From an optimization exercise on the open Yosys and OpenROAD flow, aimed at small area; shortcuts taken in it are not production practice.
Only simulation tests tie the RTL to the original design; equivalence was not proved.
No activity file was given, so power comes from the tool's default toggle rates.

== wip/yarrow ==
## top_final
module top_final (
    input CLK100MHZ,
    input reset,
    input ACL_MISO,
    output ACL_MOSI,
    output ACL_SCLK,
    output ACL_CSN,
    output oled_spi_clk,
    output oled_spi_data,
    output oled_vdd,
    output oled_vbat,
    output oled_reset_n,
    output oled_dc_n
);
    wire clk_4MHz_en, tick0, p5;
    iclk_gen clock_generation (
        .CLK100MHZ(CLK100MHZ),
        .reset(reset),
        .p5(p5),
        .clk_4MHz_en(clk_4MHz_en),
        .tick0(tick0)
    );
    wire bit_en, latch;
    wire [3:0] bit_q;
    wire [1:0] bit_axis;
    spi_master master (
        .iclk(CLK100MHZ),
        .reset(reset),
        .tick(clk_4MHz_en),
        .tick0(tick0),
        .miso(ACL_MISO),
        .sclk(ACL_SCLK),
        .mosi(ACL_MOSI),
        .cs(ACL_CSN),
        .bit_en(bit_en),
        .bit_q(bit_q),
        .bit_axis(bit_axis),
        .latch(latch)
    );
    wire [2:0] direction;
  ...
Size: ~12 I/O pins, ~0.0049 mm^2 of cells after synthesis.
Settings: LEC_CHECK=0, ABC_AREA=1, CAP_MARGIN=20, CORE_MARGIN=2, CORE_UTILIZATION=30, PLACE_DENSITY=0.5, SLEW_MARGIN=20, SYNTH_MEMORY_MAX_BITS=16384; clock period 10.0 ns.
standard.sh (not shown) runs the stock make flow with config.mk's settings and CLKGATE_MAP_FILE= SYNTH_SCRIPT=/design/flow/synth_recipe.tcl, a recipe that flattens the netlist after the stock synthesis.
==> flow/flow/run.sh <==
#!/bin/bash
# Layout flow: the standard synthesis, then its combinational logic mapped
# again for area (registers, their names and cells untouched), then the standard flow's
# standard layout from floorplan to finish.
set -euo pipefail
WORK=$(pwd)
F=$WORK/flow
R=$WORK/orfs/results/$FLOW_PLATFORM/top_final/base
LIB=$FLOW_HOME/platforms/$FLOW_PLATFORM/lib/sky130_fd_sc_hd__tt_025C_1v80.lib

# 1. standard synthesis
bash standard.sh synth > synth_standard.log 2>&1

# 2. remap the combinational logic
cp $R/1_2_yosys.v $WORK/standard_1_2_yosys.v
python3 $F/mkmap.py $LIB $WORK/combmap.v > mkmap.log 2>&1
DU=$(sed -n '/^export DONT_USE_CELLS/,/^$/p' $FLOW_HOME/platforms/$FLOW_PLATFORM/config.mk \
     | grep -o 'sky130_fd_sc_hd__[a-z0-9_]*' | sort -u | sed 's/^/-dont_use /' | tr '\n' ' ')
# ABC's deepsyn is randomised: map with a few seeds at once, keep the smallest.
# Runs 1-3 end with mfs3 (which can fail on some netlists), run 4 does not,
# run 5 is a plain deterministic script as a fallback.
SEEDS="1 2 3 4 5"
for S in $SEEDS; do
  case $S in
    4) T=$F/area_nomfs.abc.in ;;
    5) T=$F/basic.abc.in ;;
    *) T=$F/area_mfs.abc.in ;;
  esac
  sed "s/@SEED@/$S/" $T > $WORK/area_$S.abc
  cat > $WORK/remap_$S.ys <<EOT
read_liberty -lib $LIB
read_verilog $WORK/standard_1_2_yosys.v
hierarchy -top $FLOW_TOP
techmap -map $WORK/combmap.v
techmap
opt -fast
opt -purge
abc -liberty $LIB $DU -script $WORK/area_$S.abc
opt_clean -purge
hilomap -singleton -hicell sky130_fd_sc_hd__conb_1 HI -locell sky130_fd_sc_hd__conb_1 LO
insbuf -buf sky130_fd_sc_hd__buf_4 A X
opt_clean -purge
tee -o $WORK/remap_stat_$S.txt stat -liberty $LIB
check -assert -mapped
write_verilog -noattr -nohex -nodec $WORK/remap_1_2_yosys_$S.v
EOT
  yosys -s $WORK/remap_$S.ys > remap_$S.log 2>&1 &
done
wait
BEST=""; BESTA=""
for S in $SEEDS; do
  [ -s $WORK/remap_1_2_yosys_$S.v ] || continue
  A=$(grep "Chip area for module" $WORK/remap_stat_$S.txt | grep -o "[0-9.]*$")
  if [ -z "$BEST" ] || awk "BEGIN{exit !($A < $BESTA)}"; then BEST=$S; BESTA=$A; fi
done
echo "seed $BEST area $BESTA" > remap_choice.log
cp $WORK/remap_1_2_yosys_$BEST.v $WORK/remap_1_2_yosys.v
cp $WORK/remap_1_2_yosys.v $R/1_2_yosys.v
rm -f $R/1_synth.odb

# 3. standard layout from the remapped netlist; the port buffers are buf_1
export BUFFER_PORTS_ARGS="-buffer_cell sky130_fd_sc_hd__buf_1"
# clock tree of clkbuf_8, without the dummy loads CTS adds to balance leaves
export CTS_ARGS="-sink_clustering_enable -repair_clock_nets -buf_list sky130_fd_sc_hd__clkbuf_8 -dont_use_dummy_load"
bash standard.sh finish > layout_standard.log 2>&1
==> flow/flow/area_mfs.abc.in <==
strash
&get -n
&deepsyn -T 300 -S @SEED@
&put
strash
&get -n
&dch -f
&nf -p -R 1000
&put
mfs3 -a
==> flow/flow/area_nomfs.abc.in <==
strash
&get -n
&deepsyn -T 300 -S @SEED@
&put
strash
&get -n
&dch -f
&nf -p -R 1000
&put
Other scripts of this flow, unchanged in this note and not shown: flow/flow/basic.abc.in, flow/flow/mkmap.py
Relative to wip/yarrow, the following input files were edited for wip/cedar:
==> flow/flow/area_mfs.abc.in <==
strash
&get -n
&deepsyn -T 1200 -S @SEED@
&put
strash
&get -n
&dch -f
&nf -p -R 1000
&put
mfs3 -a
==> flow/flow/area_nomfs.abc.in <==
strash
&get -n
&deepsyn -T 1200 -S @SEED@
&put
strash
&get -n
&dch -f
&nf -p -R 1000
&put
Findings:
wip/cedar: no failed stages, no open violations at the end. wip/yarrow ran to completion and came out clean on the timing, design-rule and antenna checks. Average footprint of a synthesized cell: wip/cedar < wip/yarrow. Against wip/yarrow, wip/cedar comes in about 1.3% lower on post-synthesis instance area. NOTE number of standard cells after synthesis wip/yarrow->wip/cedar increased slightly. Measured against each other, wip/yarrow and wip/cedar differ in die boundary height, the lower figure coming from wip/cedar. Per the comparison of wip/cedar with wip/yarrow, final hold slack shows an increase of 0.026 ns, power density over the cells climbed about 1.2%, total length of routed wires shows a reduction of 2.0%, peak clock frequency supported by timing went down 6.0%.
What wip/tundra does differently from wip/cedar at the input level:
==> flow/flow/area_mfs.abc.in <==
strash
&get -n
&deepsyn -T 600 -S @SEED@
&put
strash
&get -n
&dch -f
&nf -p -R 1000
&put
mfs3 -a
==> flow/flow/area_nomfs.abc.in <==
strash
&get -n
&deepsyn -T 600 -S @SEED@
&put
strash
&get -n
&dch -f
&nf -p -R 1000
&put
Findings:
Per the final summary, wip/tundra finished and its layout is clean on timing, DRC and antenna.
wip/tundra vs wip/cedar: DRC marker count from the first detailed-route iteration up by more than 10%
Diff wip/tundra..wip/cedar | utilization | negligible
Comparing fraction of power consumed by combinational cells for wip/cedar and wip/tundra, the bigger number came from wip/cedar.
The most frequent standard cell in the layout excluding fill and tap cells comes out sky130_fd_sc_hd__nor2_1 in one run and sky130_fd_sc_hd__dfxtp_1 in the other, namely in wip/cedar and wip/tundra respectively.

## port drivers added, routing unchanged
No port has a modelled driver above. Below, the same layouts with a new extraction and two added sets of constraints. Step 1 assumes that a clkbuf_16 drives the clock port and a buf_2 every other input. Step 2 moves the port delays by t, midway between the first and last clock arrival at a register: inputs arrive t later, outputs are due t later. That takes back most of the time a late clock gives input paths. Slacks: ideal ports / drivers / drivers and shift; pairs: ideal ports / drivers.
| run | t (ns) | setup WS [ns] | worst setup path after step 2 |
|---|---|---|---|
| wip/yarrow | 0.384 | 2.346 / 2.346 / 2.346 | register to register |
| wip/cedar | 0.387 | 1.862 / 1.862 / 1.862 | register to register |
| wip/tundra | 0.383 | 3.405 / 3.405 / 3.405 | register to register |
After both steps setup and hold are still met in every run listed.
